From an optimization exercise on the open Yosys and OpenROAD flow, aimed at small area; shortcuts taken in it are not production practice. Only simulation tests tie the RTL to the original design; equivalence was not proved.

==> run a <==
==> flow/design.v <==
module single_port_ram #(
  parameter					ADDR_WIDTH = 6,
  parameter					DATA_WIDTH = 30,
  parameter					RAM_DEPTH = 1 << ADDR_WIDTH
)
  (
    input						clk,
    input						i_cs,
    input						i_we,
    input	[ADDR_WIDTH-1:0]	i_addr,
    input	[DATA_WIDTH-1:0]	i_din,
    output	[DATA_WIDTH-1:0]	o_dout
  );
    reg [DATA_WIDTH-1:0]    r_mem   [0:RAM_DEPTH-1];
    reg [DATA_WIDTH-1:0]    r_tmp_data;
  assign o_dout = (i_cs && !i_we) ? r_mem[i_addr] : 'b0;
    always @(posedge clk) begin
        if (i_cs && i_we) 
            r_mem[i_addr] <= i_din;
    end
endmodule
`timescale 1ns / 1ps
module line_buf_ctrl_top #(
    parameter int VSW        = 1,
    parameter int VBP        = 2,
    parameter int VACT       = 8,
    parameter int VFP        = 2,
    parameter int HSW        = 4,
    parameter int HBP        = 6,
    parameter int HACT       = 64,
    parameter int HFP        = 6,
    parameter int ADDR_WIDTH = 6,
    parameter int DATA_WIDTH = 30,
    parameter int VSYNC_POL  = 0,     
    parameter int HSYNC_POL  = 0      
)(
    input              clk,
    input              rstn,
    input              i_vsync,
    input              i_hsync,
    input              i_de,
    input       [9:0]  i_r_data,
    input       [9:0]  i_g_data,
    input       [9:0]  i_b_data,
    output             o_vsync,
    output             o_hsync,
    output             o_de,
    output      [9:0]  o_r_data,
    output      [9:0]  o_g_data,
    output      [9:0]  o_b_data
);
    localparam int HTOTAL = HSW + HBP + HACT + HFP;
    localparam int DEPTH  = HTOTAL + 1;
    localparam int CW     = 7;    
    localparam int LW     = 3;    
    logic [DEPTH*DATA_WIDTH-1:0] dly;
    always_ff @(posedge clk)
        dly <= {dly[(DEPTH-1)*DATA_WIDTH-1:0], i_r_data, i_g_data, i_b_data};
    wire [DATA_WIDTH-1:0] pix_out = dly[DEPTH*DATA_WIDTH-1 -: DATA_WIDTH];
    localparam logic [2:0] S_IDLE = 3'd0,    
                           S_DLY  = 3'd1,    
                           S_VSW  = 3'd2,    
                           S_WAIT = 3'd3,    
                           S_ACT  = 3'd4,    
                           S_LAST = 3'd5,    
                           S_END  = 3'd6;    
    logic [2:0]    state;
    logic [CW-1:0] p_cnt;
    logic [LW-1:0] cnt_vact;
    logic          vsync_d, de_d;
    logic          vs_q, hs_q, de_q;
    wire vsync_act  = (VSYNC_POL == 0) ? i_vsync : ~i_vsync;
    wire vsync_rise = ~vsync_d & vsync_act;
    wire de_rise    = ~de_d & i_de;
    wire hs_in      = (HSYNC_POL == 0) ? i_hsync : ~i_hsync;
    wire p_end  = (p_cnt == CW'(HTOTAL - 1));
    wire p_hend = (p_cnt == CW'(HACT - 1));
    wire p_lst  = (p_cnt >= CW'(HFP + HBP + HSW - 1));
    always_ff @(posedge clk or negedge rstn) begin
        if (!rstn) begin
            state    <= S_IDLE;
            p_cnt    <= '0;
            cnt_vact <= '0;
            vsync_d  <= 1'b0;
            de_d     <= 1'b0;
            vs_q     <= 1'b0;
            hs_q     <= 1'b0;
            de_q     <= 1'b0;
        end else begin
            vsync_d <= vsync_act;
            de_d    <= i_de;
            vs_q    <= 1'b0;
            hs_q    <= 1'b0;
            de_q    <= 1'b0;
            case (state)
                S_IDLE, S_END : begin
                    hs_q <= (state == S_END) & hs_in;
                    if (vsync_rise)
                        state <= S_DLY;
                end
                S_DLY : begin
                    if (p_end) begin
                        p_cnt <= '0;
                        state <= S_VSW;
                        vs_q  <= 1'b1;
                        hs_q  <= hs_in;
                    end else begin
                        p_cnt <= p_cnt + 1'b1;
                    end
                end
                S_VSW : begin
                    hs_q <= hs_in;
                    if (p_end) begin
                        p_cnt <= '0;
                        state <= S_WAIT;
                    end else begin
                        p_cnt <= p_cnt + 1'b1;
                        vs_q  <= 1'b1;
                    end
                end
                S_WAIT : begin
                    hs_q <= hs_in;
                    if (de_rise) begin
                        state <= S_ACT;
                        de_q  <= (cnt_vact != '0);
                    end
                end
                S_ACT : begin
                    hs_q <= hs_in;
                    if (p_hend) begin
                        p_cnt    <= '0;
                        cnt_vact <= cnt_vact + 1'b1;
                        state    <= (cnt_vact == LW'(VACT - 1)) ? S_LAST : S_WAIT;
                    end else begin
                        p_cnt <= p_cnt + 1'b1;
                        de_q  <= (cnt_vact != '0);
                    end
                end
                S_LAST : begin
                    hs_q <= p_lst & hs_in;
                    de_q <= p_lst & ~p_end;
                    if (p_end) begin
                        p_cnt <= '0;
                        state <= S_END;
                    end else begin
                        p_cnt <= p_cnt + 1'b1;
                    end
                end
                default : ;
            endcase
        end
    end
    assign o_vsync  = (VSYNC_POL == 0) ? vs_q : ~vs_q;
    assign o_hsync  = (HSYNC_POL == 0) ? hs_q : ~hs_q;
    assign o_de     = de_q;
    assign o_r_data = pix_out[29:20] & {10{de_q}};
    assign o_g_data = pix_out[19:10] & {10{de_q}};
    assign o_b_data = pix_out[9:0]   & {10{de_q}};
endmodule
==> flow/run.sh <==
#!/bin/bash
# synth_recipe.tcl (not shown) runs the flow's synth.tcl, then flattens the netlist and writes it again
# the make line also repeats each setting of config.mk as NAME=value (left out here)
make -C /OpenROAD-flow-scripts/flow DESIGN_CONFIG=/design/flow/config.mk WORK_HOME=/design/flow/orfs CLKGATE_MAP_FILE= SYNTH_SCRIPT=/design/flow/synth_recipe.tcl finish
==> flow/config.mk <==
export PLATFORM = sky130hd
export DESIGN_NAME = line_buf_ctrl_top
export DESIGN_NICKNAME = line_buf_ctrl_top
export VERILOG_FILES = /design/flow/design.v
export SDC_FILE = /design/flow/constraint.sdc
export NUM_CORES = 4
export LEC_CHECK = 0
export CAP_MARGIN = 20
export CORE_MARGIN = 2
export CORE_UTILIZATION = 75
export PLACE_DENSITY = 0.85
export SLEW_MARGIN = 20
==> flow/constraint.sdc <==
create_clock -name core_clock -period 10.0 [get_ports {clk}]
set_input_delay 2.0000 -clock core_clock [delete_from_list [all_inputs] [get_ports {clk}]]
set_output_delay 2.0000 -clock core_clock [all_outputs]
set_load 0.01 [all_outputs]
==> run b (differences from run a) <==
==> flow/design.v, changed modules only <==
module line_buf_ctrl_top #(
    parameter int VSW        = 1,
    parameter int VBP        = 2,
    parameter int VACT       = 8,
    parameter int VFP        = 2,
    parameter int HSW        = 4,
    parameter int HBP        = 6,
    parameter int HACT       = 64,
    parameter int HFP        = 6,
    parameter int ADDR_WIDTH = 6,
    parameter int DATA_WIDTH = 30,
    parameter int VSYNC_POL  = 0,     
    parameter int HSYNC_POL  = 0      
)(
    input              clk,
    input              rstn,
    input              i_vsync,
    input              i_hsync,
    input              i_de,
    input       [9:0]  i_r_data,
    input       [9:0]  i_g_data,
    input       [9:0]  i_b_data,
    output             o_vsync,
    output             o_hsync,
    output             o_de,
    output      [9:0]  o_r_data,
    output      [9:0]  o_g_data,
    output      [9:0]  o_b_data
);
    localparam int HTOTAL = HSW + HBP + HACT + HFP;
    localparam int DEPTH  = HTOTAL + 1;
    logic [DEPTH*DATA_WIDTH-1:0] dly;
    always_ff @(posedge clk)
        dly <= {dly[(DEPTH-1)*DATA_WIDTH-1:0], i_r_data, i_g_data, i_b_data};
    wire [DATA_WIDTH-1:0] pix_out = dly[DEPTH*DATA_WIDTH-1 -: DATA_WIDTH];
    localparam logic [2:0] S_IDLE = 3'd0,    
                           S_DLY  = 3'd1,    
                           S_VSW  = 3'd2,    
                           S_WAIT = 3'd3,    
                           S_ACT  = 3'd4,    
                           S_LAST = 3'd5,    
                           S_END  = 3'd6;    
    logic [2:0] state;
    logic [6:0] p_cnt;
    logic       hs_q;
    wire vsync_act = (VSYNC_POL == 0) ? i_vsync : ~i_vsync;
    wire hs_in     = (HSYNC_POL == 0) ? i_hsync : ~i_hsync;
    wire st_dly  = (state == S_DLY);
    wire st_vsw  = (state == S_VSW);
    wire st_wait = (state == S_WAIT);
    wire st_act  = (state == S_ACT);
    wire st_last = (state == S_LAST);
    wire counting = st_dly | st_vsw | st_last;
    wire p_end  = p_cnt[6] & p_cnt[3] & p_cnt[2] & p_cnt[1] & p_cnt[0];
    wire p_play = p_cnt[6] | p_cnt[5] | p_cnt[4];
    wire [2:0] line_cnt = p_cnt[2:0];
    wire       act_end  = st_act & ~i_de;
    wire hs_en = (state == S_END) | (st_dly & p_end) | st_vsw | st_wait | st_act;
    wire [6:0] p_inc = p_cnt + 1'b1;
    always_ff @(posedge clk) begin
        p_cnt[6:3] <= (counting & ~p_end) ? p_inc[6:3] : 4'd0;
        p_cnt[2:0] <= ((counting & ~p_end) | act_end) ? p_inc[2:0] :
                      (st_wait | st_act)              ? p_cnt[2:0] : 3'd0;
    end
    always_ff @(posedge clk or negedge rstn) begin
        if (!rstn) begin
            state <= S_IDLE;
            hs_q  <= 1'b0;
        end else begin
            hs_q <= hs_en & hs_in;
            case (state)
                S_IDLE, S_END : if (vsync_act) state <= S_DLY;
                S_DLY         : if (p_end) state <= S_VSW;
                S_VSW         : if (p_end) state <= S_WAIT;
                S_WAIT        : if (i_de) state <= S_ACT;
                S_ACT         : if (!i_de) state <= (&line_cnt) ? S_LAST : S_WAIT;
                S_LAST        : if (p_end) state <= S_END;
                default       : state <= S_IDLE;
            endcase
        end
    end
    wire de_q = (st_act & (line_cnt != 3'd0)) | (st_last & p_play);
    assign o_vsync  = (VSYNC_POL == 0) ? st_vsw : ~st_vsw;
    assign o_hsync  = (HSYNC_POL == 0) ? hs_q : ~hs_q;
    assign o_de     = de_q;
    assign o_r_data = pix_out[29:20] & {10{de_q}};
    assign o_g_data = pix_out[19:10] & {10{de_q}};
    assign o_b_data = pix_out[9:0]   & {10{de_q}};
endmodule
==> flow/flow/run.sh (new file) <==
#!/bin/bash
# Layout flow: the standard flow (standard.sh), with two changes:
#  - ports are buffered with the smallest buffer instead of the default cell;
#  - clock tree: leaf clusters of up to 14 flip-flops, each driven by a buf_4,
#    clkbuf_4 above them and a clkbuf_16 at the root; no dummy loads.
# The full output of the flow goes to flow.log in the work folder; ORFS
# also keeps each step's own log under orfs/logs/.
set -euo pipefail
export BUFFER_PORTS_ARGS="-buffer_cell sky130_fd_sc_hd__buf_1"
export CTS_ARGS="-sink_clustering_enable -repair_clock_nets -dont_use_dummy_load -root_buf sky130_fd_sc_hd__clkbuf_16 -sink_clustering_buffer sky130_fd_sc_hd__buf_4 -buf_list {sky130_fd_sc_hd__clkbuf_4} -sink_clustering_size 14 -sink_clustering_max_diameter 35"
bash standard.sh > flow.log 2>&1
==> flow/standard.sh (new file) <==
#!/bin/bash
# synth_recipe.tcl (not shown) runs the flow's synth.tcl, then flattens the netlist and writes it again
# the make line also repeats each setting of config.mk as NAME=value (left out here)
make -C /OpenROAD-flow-scripts/flow DESIGN_CONFIG=/design/flow/config.mk WORK_HOME=/design/flow/orfs CLKGATE_MAP_FILE= SYNTH_SCRIPT=/design/flow/synth_recipe.tcl "${@:-finish}"
CORE_UTILIZATION = 65   (was 75)
PLACE_DENSITY = 0.95   (was 0.85)
removed: flow/run.sh
==> run c (differences from run a) <==
CORE_UTILIZATION = 45   (was 75)
PLACE_DENSITY = unset   (was 0.85)
==> notes <==
In run b the worst setup slack is lower than in run c, by 22 ps. Synthesized area: run b is lower than run c (0.77%). Of run c and run b, run b has the higher sequential share of layout area (gap 11 points). In run c the hold slack is higher than in run b, by 84 ps. Utilization: run b is higher than run c (15 points). Against run b, the non-clock buffer count of run c is lower by 1. Against run b, the cell count of run c is higher by about 20%. Run c finished clean. Run b finished clean. Run a did not get past clock tree synthesis. In run b the clock-buffer cell count is lower than in run c, by 111. Between run c and run b, the lower first-iteration DRC count is in run b (gap 34%, measured against run b). Die area: run b is smaller than run c (31%). Of run b and run c, run b has the higher global-route usage (gap 3.7 points).

-- what the ideal ports hide --
In the flow no input, the clock included, has a driving cell. The finished layouts below were timed again as built, in two steps. Step 1 sets driving cells, clkbuf_16 on the clock port and buf_2 on the other inputs (assumed; they add their load-dependent delay and slew). Step 2 moves the port delays by t, midway between the first and last clock arrival at a register: inputs arrive t later, outputs are due t later. That takes back most of the time a late clock gives input paths. Slacks: ideal ports / drivers / drivers and shift; pairs: ideal ports / drivers.
run	t, ns	setup WS [ns]	worst hold slack (ns)	clock arrival spread, ns
run b	0.756	5.280 / 5.222 / 5.978	0.226 / 0.226 / 0.226	0.149 / 0.149
run c	0.821	5.302 / 5.240 / 5.843	0.310 / 0.310 / 0.310	0.024 / 0.023
After both steps every run listed still meets setup and hold.
